This is an optimization exercise on Yosys and OpenROAD, whose aim is small area, not a production implementation. Only simulation tests tie the RTL to the original design; equivalence was not proved. Power and IR drop assume default switching activity.

Setup of run a:
==> flow/design.v <==
module aurora_rx_lane (
    input  wire        rst_n_i,
    input  wire        clk_rx_i,
    input  wire [1:0]  serdes_data_i,
    input  wire [1:0]  serdes_valid_i,
    input  wire        serdes_lock_i,
    input  wire        inv_rx_data,
    output wire [63:0] rx_data_o,
    output wire [1:0]  rx_header_o,
    output wire        rx_valid_o,
    output wire [7:0]  rx_stat_o
);
    reg  [16:0] sd0, sd1;
    reg         sd_par;
    reg  [5:0]  sd_cnt;
    reg         serdes_slip;
    wire em = (sd_cnt == 6'd31) || (sd_cnt == 6'd32);    
    wire two  = (serdes_valid_i == 2'b11);
    wire one  = (serdes_valid_i == 2'b01);
    wire en0  = two || (one && !sd_par);
    wire en1  = two || (one &&  sd_par);
    wire in0  = (two && sd_par)  ? serdes_data_i[1] : serdes_data_i[0];
    wire in1  = (two && !sd_par) ? serdes_data_i[1] : serdes_data_i[0];
    always @(posedge clk_rx_i) begin
        if (en0) sd0 <= {sd0[15:0], in0};
        if (en1) sd1 <= {sd1[15:0], in1};
    end
    always @(posedge clk_rx_i or negedge rst_n_i) begin
        if (!rst_n_i) begin
            sd_cnt <= 6'd0;
            sd_par <= 1'b0;
        end else begin
            if (one)
                sd_par <= ~sd_par;
            if (one)
                sd_cnt <= sd_cnt + 6'd1;
            else if (two)
                sd_cnt <= sd_cnt + 6'd2;
            if (sd_cnt == 6'd31)
                sd_cnt <= two ? 6'd1 : 6'd0;
            else if (sd_cnt == 6'd32)
                sd_cnt <= two ? 6'd2 : 6'd1;
            if (serdes_slip)
                sd_cnt <= sd_cnt;
        end
    end
    reg  [16:0] wr0, wr1;
    reg         wa_is1;
    reg         woff;
    reg         winv;
    reg         act;      
    reg  [4:0]  q;        
    wire first = act && (q[3:0] == 4'd15);     
    wire evw   = act && (q == 5'd31);          
    always @(posedge clk_rx_i) begin
        if (em) begin
            wr0    <= sd0;
            wr1    <= sd1;
            wa_is1 <= ~sd_par ^ (sd_cnt == 6'd32);
            woff   <= (sd_cnt == 6'd32);
        end else begin
            wr0 <= {wr0[15:0], 1'b0};
            wr1 <= {wr1[15:0], 1'b0};
        end
        if (first)
            winv <= inv_rx_data;
    end
    always @(posedge clk_rx_i or negedge rst_n_i) begin
        if (!rst_n_i) begin
            act <= 1'b0;
            q   <= 5'd15;
        end else begin
            if (act) begin
                q <= q + 5'd1;
                if (q[3:0] == 4'd14)
                    act <= 1'b0;
            end
            if (em)
                act <= 1'b1;
        end
    end
    wire wb_top0 = woff ? wr0[16] : wr0[15];
    wire wb_top1 = woff ? wr1[16] : wr1[15];
    wire [1:0] wpair = wa_is1 ? {wb_top0, wr1[15]} : {wb_top1, wr0[15]};
    wire       pinv = first ? inv_rx_data : winv;
    wire [1:0] pair = wpair ^ {pinv, pinv};
    reg [129:0] sw;
    always @(posedge clk_rx_i) begin
        if (act)
            sw[129:30] <= sw[127:28];
    end
    always @(posedge clk_rx_i or negedge rst_n_i) begin
        if (!rst_n_i)
            sw[29:28] <= 2'b00;
        else if (act)
            sw[29:28] <= sw[27:26];
    end
    always @(posedge clk_rx_i) begin
        if (act)
            sw[27:0] <= {sw[25:0], pair};
    end
    reg  [5:0] gcnt;
    reg        g_valid;
    reg        gearbox_slip;
    always @(posedge clk_rx_i or negedge rst_n_i) begin
        if (!rst_n_i) begin
            gcnt    <= 6'd0;
            g_valid <= 1'b0;
        end else begin
            g_valid <= 1'b0;
            if (evw) begin
                if (gearbox_slip) begin
                    g_valid <= 1'b1;
                end else if (gcnt == 6'd32) begin
                    gcnt    <= 6'd0;
                end else begin
                    gcnt    <= gcnt + 6'd1;
                    g_valid <= 1'b1;
                end
            end
        end
    end
    reg  [1:0] hdr;
    reg        h1, h2, h3;
    wire       hcap = act && (q == gcnt[4:0]);
    always @(posedge clk_rx_i or negedge rst_n_i) begin
        if (!rst_n_i)
            hdr <= 2'b00;
        else if (hcap)
            hdr <= sw[65:64];
    end
    always @(posedge clk_rx_i) begin
        if (act) begin
            h1 <= hcap;
            h2 <= h1;
            h3 <= h2;
        end
    end
    wire ld = act && h3;
    reg  [65:0] outr;
    integer i;
    always @(posedge clk_rx_i) begin
        if (ld) begin
            outr[65:64] <= sw[71:70];
            for (i = 0; i < 64; i = i + 1)
                outr[63-i] <= sw[69-i] ^ sw[(i >= 39) ? (108-i) : (110-i)]
                                      ^ sw[(i >= 58) ? (127-i) : (129-i)];
        end
    end
    reg  [5:0] sync_cnt;
    reg        slip_cnt;
    reg  [4:0] valid_cnt;
    reg        dlv_prev;
    reg        vflag;
    reg  [1:0] stat;
    wire sync32 = (sync_cnt == 6'd32);
    always @(posedge clk_rx_i or negedge rst_n_i) begin
        if (!rst_n_i) begin
            sync_cnt     <= 6'd0;
            slip_cnt     <= 1'b0;
            serdes_slip  <= 1'b0;
            valid_cnt    <= 5'd0;
            gearbox_slip <= 1'b0;
            dlv_prev     <= 1'b0;
            vflag        <= 1'b0;
            stat         <= 2'b00;
        end else begin
            serdes_slip <= 1'b0;
            if (q == 5'd3)
                vflag <= 1'b0;
            if (g_valid) begin
                gearbox_slip <= 1'b0;
                dlv_prev     <= sync32;
                vflag        <= sync32 & dlv_prev;
                if (valid_cnt != 5'd16)
                    valid_cnt <= valid_cnt + 5'd1;
                if (hdr[1] ^ hdr[0]) begin
                    if (!sync32)
                        sync_cnt <= sync_cnt + 6'd1;
                end else if (valid_cnt == 5'd16) begin
                    sync_cnt <= 6'd0;
                    if (slip_cnt) begin
                        gearbox_slip <= 1'b1;
                        slip_cnt     <= 1'b0;
                    end else begin
                        serdes_slip <= 1'b1;
                        slip_cnt    <= 1'b1;
                    end
                    valid_cnt <= 5'd0;
                end
            end
            stat <= {sync32, serdes_lock_i};
        end
    end
    assign rx_data_o   = outr[63:0];
    assign rx_header_o = outr[65:64];
    assign rx_valid_o  = vflag & (q == 5'd3);
    assign rx_stat_o   = {6'd0, stat};
endmodule
Settings: LEC_CHECK=0, CAP_MARGIN=20, CORE_MARGIN=2, CORE_UTILIZATION=65, SLEW_MARGIN=20; clock period 5.0 ns.
standard.sh (not shown) runs the stock make flow with config.mk's settings and CLKGATE_MAP_FILE= SYNTH_SCRIPT=/design/flow/synth_recipe.tcl, a recipe that flattens the netlist after the stock synthesis.
==> flow/flow/run.sh <==
#!/bin/bash
# Own flow: the standard layout (standard.sh), with two changes made through
# ORFS's own variables: the port buffers are sky130_fd_sc_hd__buf_1, and the
# clock tree uses smaller clock buffers with larger sink clusters and no dummy
# loads. Each ORFS step logs to orfs/logs/; make's output goes to flow_make.log.
set -euo pipefail
export BUFFER_PORTS_ARGS="-buffer_cell sky130_fd_sc_hd__buf_1"
export CTS_ARGS="-sink_clustering_enable -repair_clock_nets -buf_list sky130_fd_sc_hd__clkbuf_8 -sink_clustering_size ${CTS_SIZE:-20} -sink_clustering_max_diameter ${CTS_DIAM:-60} -dont_use_dummy_load"
bash standard.sh > flow_make.log 2>&1
Relative to run a, the following input files were edited for run b:
diff --git a/flow/design.v b/flow/design.v
--- a/flow/design.v
+++ b/flow/design.v
@@ -85,8 +85,8 @@
     wire       pinv = first ? inv_rx_data : winv;
     wire [1:0] pair = wpair ^ {pinv, pinv};
-    reg [129:0] sw;
+    reg [65:0] sw;
     always @(posedge clk_rx_i) begin
         if (act)
-            sw[129:30] <= sw[127:28];
+            sw[65:30] <= sw[63:28];
     end
     always @(posedge clk_rx_i or negedge rst_n_i) begin
@@ -122,5 +122,4 @@
     end
     reg  [1:0] hdr;
-    reg        h1, h2, h3;
     wire       hcap = act && (q == gcnt[4:0]);
     always @(posedge clk_rx_i or negedge rst_n_i) begin
@@ -130,21 +129,21 @@
             hdr <= sw[65:64];
     end
+    reg  [5:0] bc;
     always @(posedge clk_rx_i) begin
-        if (act) begin
-            h1 <= hcap;
-            h2 <= h1;
-            h3 <= h2;
-        end
+        if (act)
+            bc <= (hcap && !gcnt[5]) ? 6'd31 : (bc == 6'd32) ? 6'd0 : bc + 6'd1;
     end
-    wire ld = act && h3;
+    wire d0 = sw[5] ^ ((bc <= 6'd20) ? sw[46] : sw[44]) ^ ((bc <= 6'd29) ? sw[65] : sw[63]);
+    wire d1 = sw[4] ^ ((bc <= 6'd19) ? sw[45] : sw[43]) ^ ((bc <= 6'd29) ? sw[64] : sw[62]);
+    reg [65:0] ds;
+    always @(posedge clk_rx_i) begin
+        if (act)
+            ds <= {ds[63:0], (bc == 6'd0) ? sw[5:4] : {d0, d1}};
+    end
+    wire ld = act && (bc == 6'd0);
     reg  [65:0] outr;
-    integer i;
     always @(posedge clk_rx_i) begin
-        if (ld) begin
-            outr[65:64] <= sw[71:70];
-            for (i = 0; i < 64; i = i + 1)
-                outr[63-i] <= sw[69-i] ^ sw[(i >= 39) ? (108-i) : (110-i)]
-                                      ^ sw[(i >= 58) ? (127-i) : (129-i)];
-        end
+        if (ld)
+            outr <= ds;
     end
     reg  [5:0] sync_cnt;
--- outcome ---
- Comparing run a and run b, length of routed wiring on met1 is lower on run b.
- On run b: fraction of standard cell area in multi-input logic is 5.7 points lower than what run a gave.
- Summary — sequential cell fraction of total power, run b relative to run a: higher, by 6.2 points.
- Taking run b over run a, the number of multi-input combinational cells ratio works out to 0.938.
- Of the two values seen for critical path launch point, act was produced by run a and sd_cnt[0] by run b.
- For run a, the critical-path cell with the highest stage delay was dfrtp_4, unlike run b, where it was nor2b_4.
- Run b against run a: first-pass GRT wire length went down; sequential share of the synthesized area picked up an extra 5.4 points; starting density of the core now sits lower.

-- separate check: timing with driven ports --
Ports are ideal in the flow. The routed layouts listed here were re-timed in OpenROAD. Step 1, drivers: a clkbuf_16 drives clk_rx_i and a buf_2 each remaining input, both assumed. Step 2, shift: input delay + t, output delay - t, t = (earliest + latest rising clock arrival at the registers) / 2. This alone moves slack from input paths to output paths. Slacks: ideal ports / drivers / drivers and shift; pairs: ideal ports / drivers.
run | shift t [ns] | setup slack, ns | slew at the worst register clock pin (ns) | cell pins on the clock port's net
run a | 0.548 | 2.188 / 2.188 / 2.188 | 0.12 / 0.12 | 1
run b | 0.539 | 2.020 / 2.020 / 2.020 | 0.12 / 0.12 | 1
After both steps setup and hold are still met in every run listed.
